This design comes from an exercise in tuning for small area on the open sky130 flow, not from production work.
The RTL was checked by simulation tests, not by an equivalence proof against the original design.
Power and IR drop assume default switching activity.

==> flow/design.v <==
module btn_debounce (
    input  clk,
    input  reset,
    input  i_tick,
    input  i_btn,
    output o_new
);
    reg [3:0] q;
    reg g;
    always @(*) begin
        case (q)
            4'b0011, 4'b1101: g = 1'b0;
            default:          g = 1'b1;
        endcase
    end
    always @(posedge clk, posedge reset) begin
        if (reset)
            q <= 4'b0000;
        else if (i_tick)
            q <= i_btn ? {q[2:0], g} : 4'b0000;
    end
    assign o_new = (q == 4'b0111);
endmodule
module top_stopwatch(
    input clk,
    input reset,
    input i_btn_run,
    input i_btn_clear,
    input [1:0] i_btn_add,
    input [1:0] i_sw_mode,
    output [3:0] fnd_comm,
    output [7:0] fnd_font,
    output [3:0] led
    );
    reg       started;
    reg [6:0] wt_ms;
    reg       wt_c1;                        
    wire ms99 = wt_ms[6] & wt_ms[5] & wt_ms[1] & wt_ms[0];    
    always @(posedge clk, posedge reset) begin
        if (reset) begin
            started <= 1'b0;
            wt_ms   <= 7'd0;
            wt_c1   <= 1'b0;
        end else begin
            started <= 1'b1;
            wt_c1   <= ms99;
            if (started)
                wt_ms <= ms99 ? 7'd0 : wt_ms + 7'd1;
        end
    end
    wire new_run, new_clear, new_add0, new_add1;
    btn_debounce U_Btn_RUN  (.clk(clk), .reset(reset), .i_tick(ms99), .i_btn(i_btn_run),    .o_new(new_run));
    btn_debounce U_Btn_CLEAR(.clk(clk), .reset(reset), .i_tick(ms99), .i_btn(i_btn_clear),  .o_new(new_clear));
    btn_debounce U_Btn_ADD0 (.clk(clk), .reset(reset), .i_tick(ms99), .i_btn(i_btn_add[0]), .o_new(new_add0));
    btn_debounce U_Btn_ADD1 (.clk(clk), .reset(reset), .i_tick(ms99), .i_btn(i_btn_add[1]), .o_new(new_add1));
    wire p_run   = new_run   & wt_c1;
    wire p_clear = new_clear & wt_c1;
    reg st_run, st_clr, run_d;
    always @(posedge clk, posedge reset) begin
        if (reset) begin
            st_run <= 1'b0;
            st_clr <= 1'b0;
            run_d  <= 1'b0;
        end else begin
            run_d <= st_run;
            if (!i_sw_mode[1]) begin
                st_run <= st_run ? !p_run : (!st_clr & p_run);
                st_clr <= !st_run & !st_clr & !p_run & p_clear;
            end
        end
    end
    reg [6:0] sw_ms;
    reg [5:0] sw_s, sw_m;
    reg [4:0] sw_h;
    reg       sw_c1, sw_c2, sw_c3;
    wire sw_ms_last = sw_ms[6] & sw_ms[5] & sw_ms[1] & sw_ms[0];            
    wire sw_s_last  = sw_s[5] & sw_s[4] & sw_s[3] & sw_s[1] & sw_s[0];      
    wire sw_m_last  = sw_m[5] & sw_m[4] & sw_m[3] & sw_m[1] & sw_m[0];      
    wire sw_h_last  = sw_h[4] & sw_h[2] & sw_h[1] & sw_h[0];                
    always @(posedge clk, posedge reset) begin
        if (reset) begin
            sw_ms <= 0; sw_s <= 0; sw_m <= 0; sw_h <= 0;
            sw_c1 <= 0; sw_c2 <= 0; sw_c3 <= 0;
        end else begin
            sw_c1 <= run_d & sw_ms_last;
            sw_c2 <= sw_c1 & sw_s_last;
            sw_c3 <= sw_c2 & sw_m_last;
            if (st_clr) begin
                sw_ms <= 0; sw_s <= 0; sw_m <= 0; sw_h <= 0;
            end else begin
                if (run_d) sw_ms <= sw_ms_last ? 7'd0 : sw_ms + 7'd1;
                if (sw_c1) sw_s  <= sw_s_last  ? 6'd0 : sw_s + 6'd1;
                if (sw_c2) sw_m  <= sw_m_last  ? 6'd0 : sw_m + 6'd1;
                if (sw_c3) sw_h  <= sw_h_last  ? 5'd0 : sw_h + 5'd1;
            end
        end
    end
    reg       add_win;                      
    reg [5:0] wt_s, wt_m;
    reg [4:0] wt_h;
    reg       wt_c2, wt_c3;
    wire wt_s_inc = wt_c1 | (add_win & new_add0);
    wire wt_m_inc = wt_c2 | (add_win & new_add1);
    wire wt_h_inc = wt_c3 | (add_win & new_clear);
    wire wt_s_last = wt_s[5] & wt_s[4] & wt_s[3] & wt_s[1] & wt_s[0];
    wire wt_m_last = wt_m[5] & wt_m[4] & wt_m[3] & wt_m[1] & wt_m[0];
    wire wt_h_last = ~wt_h[4] & ~wt_h[2] & wt_h[1] & wt_h[0];           
    always @(posedge clk, posedge reset) begin
        if (reset) begin
            add_win <= 0;
            wt_s <= 0; wt_m <= 0; wt_h <= 5'd12;
            wt_c2 <= 0; wt_c3 <= 0;
        end else begin
            add_win <= wt_c1 & i_sw_mode[1];
            wt_c2 <= wt_s_inc & wt_s_last;
            wt_c3 <= wt_m_inc & wt_m_last;
            if (wt_s_inc) wt_s <= wt_s_last ? 6'd0 : wt_s + 6'd1;
            if (wt_m_inc) wt_m <= wt_m_last ? 6'd0 : wt_m + 6'd1;
            if (wt_h_inc) wt_h <= wt_h_last ? 5'd12 : wt_h + 5'd1;
        end
    end
    reg [2:0] sel;
    wire scan_tick = wt_ms[1] & wt_ms[0];
    always @(posedge clk, posedge reset) begin
        if (reset)
            sel <= 3'd0;
        else if (scan_tick)
            sel <= sel + 3'd1;
    end
    assign fnd_comm = ~(4'b0001 << sel[1:0]);
    wire [6:0] ms = i_sw_mode[1] ? wt_ms : sw_ms;
    reg  [6:0] val;
    always @(*) begin
        case ({i_sw_mode[1], i_sw_mode[0], sel[1]})
            3'b000: val = sw_ms;
            3'b001: val = {1'b0, sw_s};
            3'b010: val = {1'b0, sw_m};
            3'b011: val = {2'b00, sw_h};
            3'b100: val = wt_ms;
            3'b101: val = {1'b0, wt_s};
            3'b110: val = {1'b0, wt_m};
            default: val = {2'b00, wt_h};
        endcase
    end
    wire [3:0] digit = sel[0] ? val / 7'd10 : val % 7'd10;
    reg [7:0] seg;
    always @(*) begin
        case (digit)
            4'd0: seg = 8'hC0;
            4'd1: seg = 8'hF9;
            4'd2: seg = 8'hA4;
            4'd3: seg = 8'hB0;
            4'd4: seg = 8'h99;
            4'd5: seg = 8'h92;
            4'd6: seg = 8'h82;
            4'd7: seg = 8'hF8;
            4'd8: seg = 8'h80;
            default: seg = 8'h90;
        endcase
    end
    wire ms_lt50 = ~ms[6] & ~(ms[5] & ms[4] & (ms[3] | ms[2] | ms[1]));
    wire dot = (sel[1:0] == 2'b10) & ms_lt50;
    assign fnd_font = sel[2] ? {~dot, 7'h7F} : seg;
    assign led = 4'b0001 << i_sw_mode;
endmodule
==> flow/flow/run.sh <==
#!/bin/bash
# Own layout flow: the standard flow (standard.sh) with
#  - the standard synthesis script, but ABC run with an area-oriented script
#    (flow/area.abc) instead of ORFS's speed script; registers are untouched;
#  - port buffers of the smallest buffer (buf_1) instead of the default;
#  - clock tree built from clkbuf_8 clusters, without dummy loads.
# Each tool's output goes to a log file in the work folder.
set -euo pipefail
W=$(pwd)
F=$W/flow

{ sed "s#@ABC_SCRIPT@#$F/area.abc#" "$F/abc_override.tcl"; cat "$W/synth_recipe.tcl"; } > "$W/own_synth.tcl"

EXTRA="SYNTH_SCRIPT=$W/own_synth.tcl"
EXTRA="$EXTRA 'BUFFER_PORTS_ARGS=-buffer_cell sky130_fd_sc_hd__buf_1'"
EXTRA="$EXTRA 'CTS_ARGS=$(cat "$F/cts_args.txt")'"
sed "s#SYNTH_SCRIPT=[^ ]*#$EXTRA#" "$W/standard.sh" > "$W/own_standard.sh"

bash "$W/own_standard.sh" synth > "$W/log_synth.txt" 2>&1
bash "$W/own_standard.sh" finish > "$W/log_layout.txt" 2>&1
==> flow/flow/abc_override.tcl <==
# Run ABC with an area-oriented script in place of the one ORFS chose.
proc abc {args} {
  set i [lsearch -exact $args -script]
  if {$i >= 0} {
    set args [lreplace $args [expr {$i + 1}] [expr {$i + 1}] {@ABC_SCRIPT@}]
  }
  yosys abc {*}$args
}
==> flow/flow/area.abc <==
strash
ifraig
scorr
dc2
dretime
strash
&get -n
&dch -f
&nf -R 1000
&put
strash
&get -n
&dch -f
&nf -R 1000
&put
==> flow/flow/cts_args.txt <==
-sink_clustering_enable -repair_clock_nets -dont_use_dummy_load -buf_list sky130_fd_sc_hd__clkbuf_8 -sink_clustering_size 20 -sink_clustering_max_diameter 60
==> flow/standard.sh <==
#!/bin/bash
# synth_recipe.tcl (not shown) runs the flow's synth.tcl, then flattens the netlist and writes it again
# the make line also repeats each setting of config.mk as NAME=value (left out here)
make -C /OpenROAD-flow-scripts/flow DESIGN_CONFIG=/design/flow/config.mk WORK_HOME=/design/flow/orfs CLKGATE_MAP_FILE= SYNTH_SCRIPT=/design/flow/synth_recipe.tcl "${@:-finish}"
==> flow/config.mk <==
export PLATFORM = sky130hd
export DESIGN_NAME = top_stopwatch
export DESIGN_NICKNAME = top_stopwatch
export VERILOG_FILES = /design/flow/design.v
export SDC_FILE = /design/flow/constraint.sdc
export NUM_CORES = 4
export LEC_CHECK = 0
export CAP_MARGIN = 20
export CORE_MARGIN = 2
export CORE_UTILIZATION = 60
export SLEW_MARGIN = 20
==> flow/constraint.sdc <==
create_clock -name core_clock -period 12.0 [get_ports {clk}]
set_input_delay 2.4000 -clock core_clock [delete_from_list [all_inputs] [get_ports {clk}]]
set_output_delay 2.4000 -clock core_clock [all_outputs]
set_load 0.01 [all_outputs]
==> summary.txt <==
==> worst max-delay path: cells and delay by family <==
| family | cells | cell delay (ns) |
|---|---|---|
| buffers and inverters | 4 | 0.64 |
| xor gates and xnor gates | 3 | 0.51 |
| AOI/OAI and AO/OA | 8 | 1.85 |
| muxes | 1 | 0.31 |
| adders and majority gates | 2 | 0.56 |
| and+or+nand+nor | 6 | 1.13 |
==> power breakdown <==
| part | switching, uW | internal, uW | leakage [uW] | total, uW |
|---|---|---|---|---|
| sequential | 48.3 | 291 | 0.00105 | 339 |
| clock | 82.8 | 67.0 | 0.0000647 | 150 |
| combinational | 148 | 99.4 | 0.000885 | 247 |
| total | 279 | 457 | 0.00200 | 736 |
==> synth_stat cells, types with 2 or more instances <==
master | count | share of area
dfstp_2 | 2 | 0.013
nand4_1 | 7 | 0.011
o21ai_0 | 17 | 0.021
a41o_1 | 2 | 0.0049
a31o_1 | 2 | 0.0043
nand2b_1 | 6 | 0.0091
a31oi_1 | 7 | 0.011
nor2_1 | 42 | 0.038
nand2_1 | 25 | 0.023
a311oi_1 | 3 | 0.0064
and2_0 | 20 | 0.030
xor2_1 | 12 | 0.026
a21o_1 | 2 | 0.0036
o21a_1 | 3 | 0.0055
mux2i_1 | 4 | 0.0097
a21oi_1 | 32 | 0.039
or2_0 | 5 | 0.0076
nand3_1 | 10 | 0.012
ha_1 | 17 | 0.052
and4_1 | 4 | 0.0085
mux2_1 | 8 | 0.022
nor2b_1 | 6 | 0.0091
a22oi_1 | 7 | 0.013
clkinv_1 | 15 | 0.014
a22o_1 | 19 | 0.040
dfrtp_1 | 76 | 0.46
nor3_1 | 13 | 0.016
o22ai_1 | 2 | 0.0030
a211oi_1 | 2 | 0.0036
and3_1 | 14 | 0.021
xnor2_1 | 8 | 0.017
a222oi_1 | 6 | 0.015
==> routing by layer <==
layer,vias to the layer above,track usage
met3,18,0.0419
li1,1607,-
met1,1642,0.377
met5,-,0
met2,91,0.380
met4,0,0.109
==> layout make-up <==
class | count | share of cell area
inverters | 15 | 0.0126
multi-input cells | 320 | 0.472
clock buffers | 9 | 0.0278
repair buffers | 25 | 0.0272
well taps | 80 | 0.0225
flip-flops and latches | 78 | 0.438
==> cell families after synthesis <==
group	after synthesis	share of synthesized area
simple gates	154	0.190
xor+xnor	20	0.0426
fa+ha+maj	17	0.0517
mux	12	0.0316
other cells	1	0.000912
buf+inv	15	0.0137
compound gates	116	0.195
flops	78	0.475
==> through the flow <==
| stage | total power, uW | cell area [sq um] | cells | util |
|---|---|---|---|---|
| finish | 736 | 4460 | 527 | 0.664 |
| global route | 784 | 4460 | 527 | 0.664 |
| CTS | 736 | 4430 | 526 | 0.659 |
| detailed placement | 588 | 4310 | 517 | 0.641 |
| global placement | 578 | 4310 | 517 | 0.641 |
| floorplan | 512 | 4110 | 413 | - |
==> registers in the layout (all words and copies together), names as in the netlist, 3 cells and up <==
name and flops:
sw_h 5, wt_s 6, sel 3, sw_ms 7, sw_s 6, U_Btn_RUN.q 4, sw_m 6, U_Btn_ADD0.q 4
U_Btn_ADD1.q 4, wt_h 5, U_Btn_CLEAR.q 4, wt_ms 7, wt_m 6
==> final timing paths <==
| check | cells past startpoint | start | endpoint | slack [ns] |
|---|---|---|---|---|
| worst max-delay path | 24 | i_sw_mode[1] | fnd_font[3] | 2.18 |
| worst min-delay path | 0 | st_run$_DFFE_PP0N_ | run_d$_DFF_PP0_ | 0.41 |
| worst max register to register | 5 | wt_ms[1]$_DFFE_PP0P_ | wt_ms[5]$_DFFE_PP0P_ | 9.82 |
| worst min register to register | 0 | st_run$_DFFE_PP0N_ | run_d$_DFF_PP0_ | 0.41 |
| max in group asynchronous | 4 | reset | wt_h[2]$_DFFE_PP1P_ | 9.33 |
| min in group asynchronous | 3 | reset | sel[2]$_DFFE_PP0P_ | 2.05 |
==> flow_metrics.env <==
export IMPL_layout_drive_gt1_share=0.0313
export IMPL_yosysSeqAreaShare=0.475
export IMPL_slew_headroom=0.553
export IMPL_cts_tree="done"
export IMPL_arrival_ns=7.42
export IMPL_yosysUniqueCellTypes=47
export IMPL_fin_crit_sh=0.818
export IMPL_finalHoldViolCount=0
export IMPL_p_leak_uw=0.00200
export IMPL_grt_overflow=0
export IMPL_finClkSkew_ns=0.0246
export IMPL_crit_path_max_fanout=14
export IMPL_final_net_count=474
export IMPL_die_area_sq_um=7530
export IMPL_core_sq_um=6720
export IMPL_n_antenna_cell=0
export IMPL_finalSetupTns_ns=0
export IMPL_slew_violations=0
export IMPL_max_freq_mhz=102
export IMPL_status="complete, no violations"
export IMPL_grt_pass1_vias=3054
export IMPL_setup_viol=0
export IMPL_clock_latency_ns=0.35
export IMPL_fillers=525
export IMPL_holdWs_ns=0.406
export IMPL_ios=24
export IMPL_worst_path_largest_cell_delay_ns=0.39
export IMPL_maxCapViolCount=0
export IMPL_grt_pass1_wl_um=14900
export IMPL_wl_met2_um=4090
export IMPL_cts_hold_buffers=0
export IMPL_start_kind="primary input"
export IMPL_dr_pass1_iters=5
export IMPL_drc=0
export IMPL_ys_ff_latch=78
export IMPL_clkTransAtPathRegs_ns=0.06
export IMPL_cp_cell_sequence="buf_1, nor2b_1, and2_0, a221o_1, a221oi_1, o2bb2ai_1, o21ai_0, clkinv_1, nand2_1, a21oi_1, xnor2_1, and2_0, o21ai_0, xor2_1, ha_1, o21ai_0, nor2_1, xor2_1, mux2i_1, clkinv_1, ha_1, a21oi_1, or2_0, buf_1"
export IMPL_cts_buffers_inserted=9
export IMPL_die_w_um=86.8
export IMPL_min_period_ns=9.82
export IMPL_cts_setup_buffers=0
export IMPL_seq_area_sq_um=1950
export IMPL_viasPerCell=6.37
export IMPL_antenna_left=0
export IMPL_wl_um=9010
export IMPL_highest_layer="met4"
export IMPL_synth_edf_count=0
export IMPL_end_kind="primary output"
export IMPL_grt_antenna_before_repair=0
export IMPL_timing_final_ws_setup_ns=2.18
export IMPL_syn_nets=438
export IMPL_port_buffers=23
export IMPL_async_flop_share=1.00
export IMPL_mostFrequentLayoutCell="dfrtp_1"
export IMPL_clkSinkCount=78
export IMPL_core_rowCount=30
export IMPL_areaGrowthSynthToFinish_pct=8.40
export IMPL_start_util=0.612
export IMPL_post_place_ws_ns=2.27
export IMPL_post_cts_resize_count=0
export IMPL_die_h_um=86.8
export IMPL_critPathSlowestCell="o21ai_0"
export IMPL_yosys_warnings=2
export IMPL_final_cell_mix="dfrtp_1, nor2_1, a21oi_1"
export IMPL_wl_met3_um=418
export IMPL_grt_start_max_net_pins=79
export IMPL_powerDensity_nw_per_um2=165
export IMPL_rsz0062_at_grt="no"
export IMPL_cts_root_buf="clkbuf_8"
export IMPL_clock_path_buffers=2
export IMPL_worstSetupPathType="in -> out"
export IMPL_worstMarginPinSlew_ns=0.668
export IMPL_grt_usage=0.258
export IMPL_place_congestion=0.899
export IMPL_avgRoutedWirePerCell_um=17.1
export IMPL_min_delay_path_class="reg -> reg"
export IMPL_dp_hpwl_um=6620
export IMPL_wl_met1_um=4300
export IMPL_ys_flop_type="dfrtp_1"
export IMPL_worst_path_most_repeated_cell="o21ai_0"
export IMPL_required_ns=9.60
export IMPL_synth_avg_cell_area_sq_um=9.96
export IMPL_multi_input_area_sq_um=2100
export IMPL_netlist_area_sq_um=4110
export IMPL_vdd_drop_max_mv=0.0791
export IMPL_vias=3358
export IMPL_drt_first_iter_violations=281
export IMPL_synth_cells=413
export IMPL_htreeDepth=3

afterwards: timing with drivers on the ports:
The results above use ideal ports. As a check the final layout listed here was re-extracted and re-timed, cells and wires unchanged.
Step 1 (the two cells are an assumption about what drives the block):
set clk [get_ports {clk}]
set_driving_cell -lib_cell sky130_fd_sc_hd__clkbuf_16 $clk
set_driving_cell -lib_cell sky130_fd_sc_hd__buf_2 [delete_from_list [all_inputs] $clk]
Step 2 moves the port delays by t, midway between the first and last clock arrival at a register: inputs arrive t later, outputs are due t later. That takes back most of the time a late clock gives input paths.
a / b / c = ideal / step 1 / step 2; a / b = the first two.
shift t [ns]: 0.372
slack for setup (ns): 2.182 / 2.160 / 2.160
worst hold slack (ns): 0.406 / 0.406 / 0.406
worst setup path after step 2: input to output
worst register clock-pin slew, ns: 0.08 / 0.08
After both steps this run still meets setup and hold. For this run, drivers alone change the setup slack by -0.022 ns; drivers and shift together by -0.022 ns.
